What follows belongs to an exercise in optimizing a design on an open flow for small area; a production flow would make more cautious choices.
Function not checked in this run: the RTL went through the layout flow alone.
Power is estimated from default activity; no workload was simulated.

==> flow/design.v <==
module parking_meter(clk, rst, buttonU, buttonR, buttonL, buttonD, switch0, switch1, s_clk, seg_anode, seg_cathodes);
	input clk, rst;
	input buttonU, buttonR, buttonL, buttonD, switch0, switch1, s_clk;
	output wire [3:0] seg_anode;
	output wire [6:0] seg_cathodes;
	function [3:0] bcd_dec;    
		input [3:0] x;
		bcd_dec = {(~x[0] & ~x[1] & ~x[2] & ~x[3]) | (x[0] & x[3]),
		           (~x[0] & x[3]) | (x[0] & x[2]) | (x[1] & x[2]),
		           (~x[0] & x[3]) | (x[0] & x[1]) | (~x[0] & ~x[1] & x[2]),
		           ~x[0]};
	endfunction
	function [3:0] bcd_inc;    
		input [3:0] x;
		bcd_inc = {(~x[0] & x[3]) | (x[0] & x[1] & x[2]),
		           (x[0] & x[1] & ~x[2]) | (~x[1] & x[2]) | (~x[0] & x[2]),
		           (x[0] & ~x[1] & ~x[3]) | (~x[0] & x[1]),
		           ~x[0]};
	endfunction
	function [3:0] bcd_add2;   
		input [3:0] x;
		bcd_add2 = {x[1] & x[2], x[1] ^ x[2], ~x[1] & ~x[3], x[0]};
	endfunction
	function [3:0] bcd_add5;   
		input [3:0] x;
		bcd_add5 = {(x[0] & x[1] & ~x[2]) | (~x[0] & ~x[1] & x[2]),
		            (~x[0] & ~x[2] & ~x[3]) | (x[0] & ~x[1] & ~x[2]),
		            (~x[0] & x[3]) | (x[0] & ~x[1] & ~x[2] & ~x[3]) | (~x[0] & x[1] & ~x[2]) | (x[0] & x[1] & x[2]),
		            ~x[0]};
	endfunction
	reg [3:0] b1, b2;            
	always @(posedge clk) begin
		if (rst) begin
			b1 <= 4'd0;
			b2 <= 4'd0;
		end else begin
			b1 <= {buttonD, buttonR, buttonL, buttonU};
			b2 <= b1;
		end
	end
	wire U = b2[0], L = b2[1], R = b2[2], D = b2[3];
	wire s = s_clk, w0 = switch0, w1 = switch1;
	reg [3:0] st;
	wire bs = U | L | R | D | s;
	reg [3:0] st_n;
	always @(*) begin
		case (st)
		4'd0: begin
			if (s & ~(U|L|R|D|w0|w1)) st_n = 4'd1;
			else if (U & ~(s|L|R|D|w0|w1)) st_n = 4'd2;
			else if (L & ~(U|s|R|D|w0|w1)) st_n = 4'd3;
			else if (R & ~(U|L|s|D|w0|w1)) st_n = 4'd4;
			else if (D & ~(U|L|R|s|w0|w1)) st_n = 4'd5;
			else if (w0 & ~(U|L|R|D|s|w1)) st_n = 4'd6;
			else if (w1 & ~(U|L|R|D|w0|s)) st_n = 4'd7;
			else st_n = 4'd0;
		end
		4'd6: st_n = w0 ? 4'd6 : 4'd8;
		4'd7: st_n = w1 ? 4'd7 : 4'd8;
		4'd8: begin
			if (w0 & ~bs) st_n = 4'd6;
			else if (w1 & ~bs) st_n = 4'd7;
			else if (bs) st_n = 4'd8;
			else st_n = 4'd0;
		end
		default: st_n = 4'd8;
		endcase
	end
	always @(posedge clk) begin
		if (rst) st <= 4'd0;
		else st <= st_n;
	end
	reg [3:0] t0, t1, t2, t3;
	wire [2:0] sel = st[2:0];
	wire z0 = ~|t0, z1 = ~|t1, z2 = ~|t2, z3 = ~|t3;
	wire zero = z0 & z1 & z2 & z3;
	wire e_dec = sel == 3'd1;
	wire e_50 = sel == 3'd2;
	wire e_150 = sel == 3'd3;
	wire e_200 = sel == 3'd4;
	wire e_500 = sel == 3'd5;
	wire e_10 = sel == 3'd6;
	wire e_205 = sel == 3'd7;
	wire c2 = (e_50 | e_150) & (t1[3] | (t1[2] & (t1[1] | t1[0])));    
	wire [3:0] a1 = (e_50 | e_150) ? bcd_add5(t1) : t1;
	wire m1 = (e_50 & c2) | (e_150 & ~c2);
	wire m2 = e_200 | (e_150 & c2);
	wire m5 = e_500;
	wire c3 = (m1 & t2[3] & t2[0]) | (m2 & t2[3]) | (m5 & (t2[3] | (t2[2] & (t2[1] | t2[0]))));
	wire [3:0] a2 = m1 ? bcd_inc(t2) : m2 ? bcd_add2(t2) : m5 ? bcd_add5(t2) : t2;
	wire sat = c3 & t3[3] & t3[0];
	wire [3:0] a3 = c3 ? bcd_inc(t3) : t3;
	wire dn = e_dec & ~zero;
	always @(posedge clk) begin
		if (rst) begin
			t0 <= 4'd0; t1 <= 4'd0; t2 <= 4'd0; t3 <= 4'd0;
		end else if (dn) begin
			t0 <= bcd_dec(t0);
			if (z0) t1 <= bcd_dec(t1);
			if (z0 & z1) t2 <= bcd_dec(t2);
			if (z0 & z1 & z2) t3 <= bcd_dec(t3);
		end else if (e_10) begin
			t0 <= 4'd0; t1 <= 4'd1; t2 <= 4'd0; t3 <= 4'd0;
		end else if (e_205) begin
			t0 <= 4'd5; t1 <= 4'd0; t2 <= 4'd2; t3 <= 4'd0;
		end else if (sat) begin
			t0 <= 4'd9; t1 <= 4'd9; t2 <= 4'd9; t3 <= 4'd9;
		end else begin
			t1 <= a1; t2 <= a2; t3 <= a3;
		end
	end
	reg [1:0] seq;
	reg sp;
	always @(posedge clk) begin
		if (rst) begin
			seq <= 2'd0;
			sp <= 1'b0;
		end else begin
			sp <= s;
			if (s & ~sp) seq <= {seq[1] ^ seq[0], ~seq[0]};
		end
	end
	wire le200 = z3 & ((~t2[3] & ~t2[2] & ~t2[1]) | (~t2[3] & ~t2[2] & t2[1] & ~t2[0] & z1 & z0));
	wire blank = zero ? ~seq[1] : le200 ? ~seq[0] : 1'b0;
	reg [2:0] ac;
	reg [3:0] hd;       
	reg [3:0] dsel;
	always @(*) begin
		case (ac[2:1])
		2'd0: dsel = t1;
		2'd1: dsel = t2;
		2'd2: dsel = t3;
		default: dsel = t0;
		endcase
	end
	always @(posedge clk) begin
		if (rst) begin
			ac <= 3'd0;
			hd <= 4'd15;
		end else begin
			ac <= {ac[2] ^ (ac[1] & ac[0]), ac[1] ^ ac[0], ~ac[0]};
			if (ac[0]) hd <= dsel;
		end
	end
	assign seg_anode[0] = blank | ~(ac[0] & ~ac[1] & ~ac[2]);
	assign seg_anode[1] = blank | ~(ac[0] & ac[1] & ~ac[2]);
	assign seg_anode[2] = blank | ~(ac[0] & ~ac[1] & ac[2]);
	assign seg_anode[3] = blank | ~(ac[0] & ac[1] & ac[2]);
	wire h0 = hd[0], h1 = hd[1], h2 = hd[2], h3 = hd[3];
	assign seg_cathodes[0] = (h0 & ~h1 & ~h2 & ~h3) | (~h0 & ~h1 & h2) | (h2 & h3);
	assign seg_cathodes[1] = (h0 & ~h1 & h2) | (~h0 & h1 & h2) | (h1 & h3);
	assign seg_cathodes[2] = (~h0 & h1 & ~h2) | (h1 & h3);
	assign seg_cathodes[3] = (h0 & ~h1 & ~h2) | (~h0 & ~h1 & h2) | (h0 & h1 & h2);
	assign seg_cathodes[4] = h0 | (~h1 & h2);
	assign seg_cathodes[5] = (h0 & ~h2 & ~h3) | (h1 & ~h2) | (h0 & h1);
	assign seg_cathodes[6] = (~h1 & ~h2 & ~h3) | (h0 & h1 & h2);
endmodule
==> flow/run.sh <==
#!/bin/bash
# synth_recipe.tcl (not shown) runs the flow's synth.tcl, then flattens the netlist and writes it again
# the make line also repeats each setting of config.mk as NAME=value (left out here)
make -C /OpenROAD-flow-scripts/flow DESIGN_CONFIG=/design/flow/config.mk WORK_HOME=/design/flow/orfs CLKGATE_MAP_FILE= SYNTH_SCRIPT=/design/flow/synth_recipe.tcl finish
==> flow/config.mk <==
export PLATFORM = sky130hd
export DESIGN_NAME = parking_meter
export DESIGN_NICKNAME = parking_meter
export VERILOG_FILES = /design/flow/design.v
export SDC_FILE = /design/flow/constraint.sdc
export NUM_CORES = 4
export LEC_CHECK = 0
export CAP_MARGIN = 20
export CORE_MARGIN = 2
export CORE_UTILIZATION = 70
export CTS_CLUSTER_DIAMETER = 300
export CTS_CLUSTER_SIZE = 50
export SLEW_MARGIN = 20
==> flow/constraint.sdc <==
create_clock -name core_clock -period 20.0 [get_ports {clk}]
set_input_delay 4.0000 -clock core_clock [delete_from_list [all_inputs] [get_ports {clk}]]
set_output_delay 4.0000 -clock core_clock [all_outputs]
set_load 0.01 [all_outputs]
==> impl_metrics.py <==
metrics = {
    "status": {
        "status": "complete, no violations",
    },
    "synth": {
        "synth_cell_types": 61,
        "yosys_warnings": 1,
        "syn-mean-instance-area_um2": 7.630,
        "synth_area_leader_cell": "dfxtp_1",
        "synthTopCellsByCount": "dfxtp_1, nor2_1, nand2_1, a21oi_1, o21ai_0",
        "synthArstFlopShare_pct": 0,
        "yosysSeqAreaShare_pct": 27.93,
        "synth.area.top_cells": "dfxtp_1, a21oi_1, nor2_1",
        "synth-seq-cells": 38,
        "synth_enable_flop_cells": 0,
        "synth_nets": 371,
        "yosysTopAreaCellShare_pct": 27.93,
        "syn_area_um2": 2724,
        "synthFlopType": "dfxtp_1",
        "synth_cells": 357,
    },
    "sta": {
        "final-setup-viol-count": 0,
        "worst_slack_ps": 13130,
        "slew_viol_final": 0,
        "worst_hold_slack_ps": 461.0,
        "post-route-period-util_pct": 34.35,
        "tightest_slew_ps": 702.7,
        "period_minus_slack_ps": 6870,
        "fmax_mhz": 145.6,
        "relSlewSlack_pct": 52.87,
        "rsz0062_at_grt": "no",
        "hold_violations": 0,
        "tns_ps": 0,
        "finClkSkew_ps": 9.216,
    },
    "pwr": {
        "switching_share_pct": 30.83,
        "pwr_density_cell_nw_per_um2": 74.85,
        "ir_drop_mv": 0.05969,
        "clock_power_share_pct": 36.0,
        "p_switching_mw": 0.06892,
        "p_int_mw": 0.1546,
        "seqPwrFrac_pct": 41.1,
        "power_frac_comb_pct": 22.9,
        "cellLeakagePower_nw": 1.086,
    },
    "global_route": {
        "gr-total-overflow": 0,
        "grt_pass1_vias": 2419,
        "grt_usage_pct": 34.33,
        "grt_pass1_wl_mm": 11.59,
        "antenna_found_initial": 0,
        "grt_max_degree": 30,
    },
    "clocking": {
        "htreeDepth": 2,
        "cts_tree": "done",
        "worst_skew_pair.late_latency_ps": 300,
        "cts_resized": 0,
        "cts_setup_buffers": 0,
        "cts_root_buf": "clkbuf_8",
        "cts_made_buffers": 5,
        "cts_buffer_depth": 2,
        "clock_sinks": 38,
        "path_clk_slew_ps": 80,
        "cts_hold_buf": 0,
    },
    "critical_path": {
        "slowest_delay_ps": 590,
        "startpoint_type": "register",
        "path_class": "reg2out",
        "crit_required_ps": 16000,
        "arrival_ps": 2870,
        "end_kind": "output port",
        "crit_fanout": 17,
        "path_cells": "or4_1, nor3_1, xor2_1, o21ai_0, nand4_1, nand2_1, clkdlybuf4s50_1",
        "slowest_stage": "or4_1",
        "ff2ff_setup_slack_ps": 16940,
    },
    "finish": {
        "drive_above_1_share_pct": 8.380,
        "multi_input_area_um2": 1778,
        "n_fill_cell": 265,
        "syn2layout_area_growth_pct": 9.646,
        "n_antenna_cell": 0,
        "fin_nets": 371,
        "utilization_pct": 80.97,
        "ff_latch_area_um2": 760.7,
    },
    "placement": {
        "place.detailed.hpwl_mm": 4.768,
        "place.gp.congestion": 0.9329,
        "dpl_worst_slack_ps": 13580,
        "io_buffer_count": 19,
    },
    "die": {
        "die_x_um": 66.38,
        "start_util_pct": 73.85,
        "fp-row-count": 22,
        "ioPinCount": 20,
        "die-area_um2": 4406,
        "core_area_um2": 3689,
        "die-height_um": 66.38,
    },
    "detailed_routing": {
        "drc": 0,
        "via_per_inst": 6.692,
        "dr.pass1.iters": 5,
        "drt.antenna.violating_nets": 0,
        "drt_iter0_markers": 349,
        "wl_mm": 6.989,
        "wire_per_inst_um": 17.21,
        "num_vias": 2717,
    },
    "hold_path": {
        "holdCritPathClass": "reg2reg",
    },
    "run": {
        "drv_cap": 0,
    },
}
## logic make-up after synthesis
kind of cell    share of synthesized area (%)
compound gates                          27.88
xor+xnor                                1.608
fa+ha+maj                               2.297
buf+inv                                 6.798
flops                                   27.93
mux                                     6.615
simple gates                            26.87
## layout make-up
| class | count | area share (%) |
|---|---|---|
| Sequential cell | 38 | 25.47 |
| Multi-Input combinational cell | 278 | 59.53 |
| Inverter | 14 | 1.760 |
| Tap cell | 48 | 2.011 |
| Clock buffer | 5 | 2.304 |
| Clock inverter | 3 | 2.304 |
| Timing Repair Buffer | 20 | 6.619 |
## cells in the final DEF (no fill, tap or decap), drive strengths merged, types with 4 or more instances in the layout
master         Yosys  layout
nand2             34      34
o22ai              5       5
nand4              4       4
mux4               4       4
a211oi             6       6
mux2i              9       9
nor4               5       5
dfxtp             38      38
nor2              38      38
clkbuf            18       5
o211ai             5       5
a31oi              7       7
nand3             12      12
nor3              13      13
nand2b             6       6
a21oi             32      32
ha                 5       5
inv               13      13
nor2b             15      15
o21ai             28      28
clkdlybuf4s50      0      19
## registers in the layout, summed over array words and instances (netlist names)
name  count
t2        4
ac        3
hd        4
sp        1
b1        4
st        4
t3        4
t0        4
b2        4
seq       2
t1        4
## path summary, 6_finish.rpt
| check | startpoint | end | cells past startpoint |
|---|---|---|---|
| max | t1[0] | seg_anode[1] | 7 |
| min | b1[2] | b2[2] | 1 |
| max reg2reg | st[0] | t2[2] | 6 |
| min reg2reg | b1[2] | b2[2] | 1 |
## power by group through the flow
| stage | clock [mW] | sequential [mW] | combinational, mW |
|---|---|---|---|
| 5_1_grt | 0.0839 | 0.0931 | 0.0562 |
| 3_5_place_dp | 0 | 0.0933 | 0.0498 |
| 2_1_floorplan | 0 | 0.0852 | 0.0436 |
| 4_1_cts | 0.0799 | 0.0914 | 0.0507 |
| 3_3_place_gp | 0 | 0.0928 | 0.0484 |
| 6_report | 0.0804 | 0.0919 | 0.0513 |
## layer usage
metal	routed length, um	track usage (%)
met1	2984	44.83
met2	3218	53.75
met3	622	10.05
met4	163	11.99
met5	0	0
## worst max-delay path: cells and delay by family, from the launching register on
| family | cells | cell delay, ps |
|---|---|---|
| AO/OA/AOI/OAI | 1 | 190 |
| XOR/XNOR | 1 | 130 |
| buffers and inverters | 1 | 560 |
| flip-flops | 1 | 470 |
| AND/OR/NAND/NOR | 4 | 1230 |
## stage by stage
stage | instance area (um^2) | cells | total power, mW
after global routing | 2987 | 406 | 0.2332
after floorplan | 2724 | 357 | 0.1288
after CTS | 2987 | 406 | 0.2219
after detailed placement | 2849 | 398 | 0.1431
final | 2987 | 406 | 0.2235
after global placement | 2849 | 398 | 0.1412

==> afterwards: timing with drivers on the ports <==
No port has a modelled driver above. Below, the same layout with a new extraction and two added sets of constraints. Step 1 sets driving cells, clkbuf_16 on the clock port and buf_2 on the other inputs (assumed; they add their load-dependent delay and slew). Step 2, shift: input delay + t, output delay - t, t = (earliest + latest rising clock arrival at the registers) / 2. This alone moves slack from input paths to output paths. a / b / c = no drivers / after step 1 / after step 2; a / b = the first two.
t, ns: 0.325
setup slack, ns: 13.130 / 13.102 / 13.426
clock arrival spread, ns: 0.009 / 0.009
slew at the worst register clock pin (ns): 0.09 / 0.09
worst slew at a driven data input, ns: 0.03
After both steps setup and hold are still met in this run. For this run, drivers alone change the setup slack by -0.028 ns; drivers and shift together by +0.296 ns.
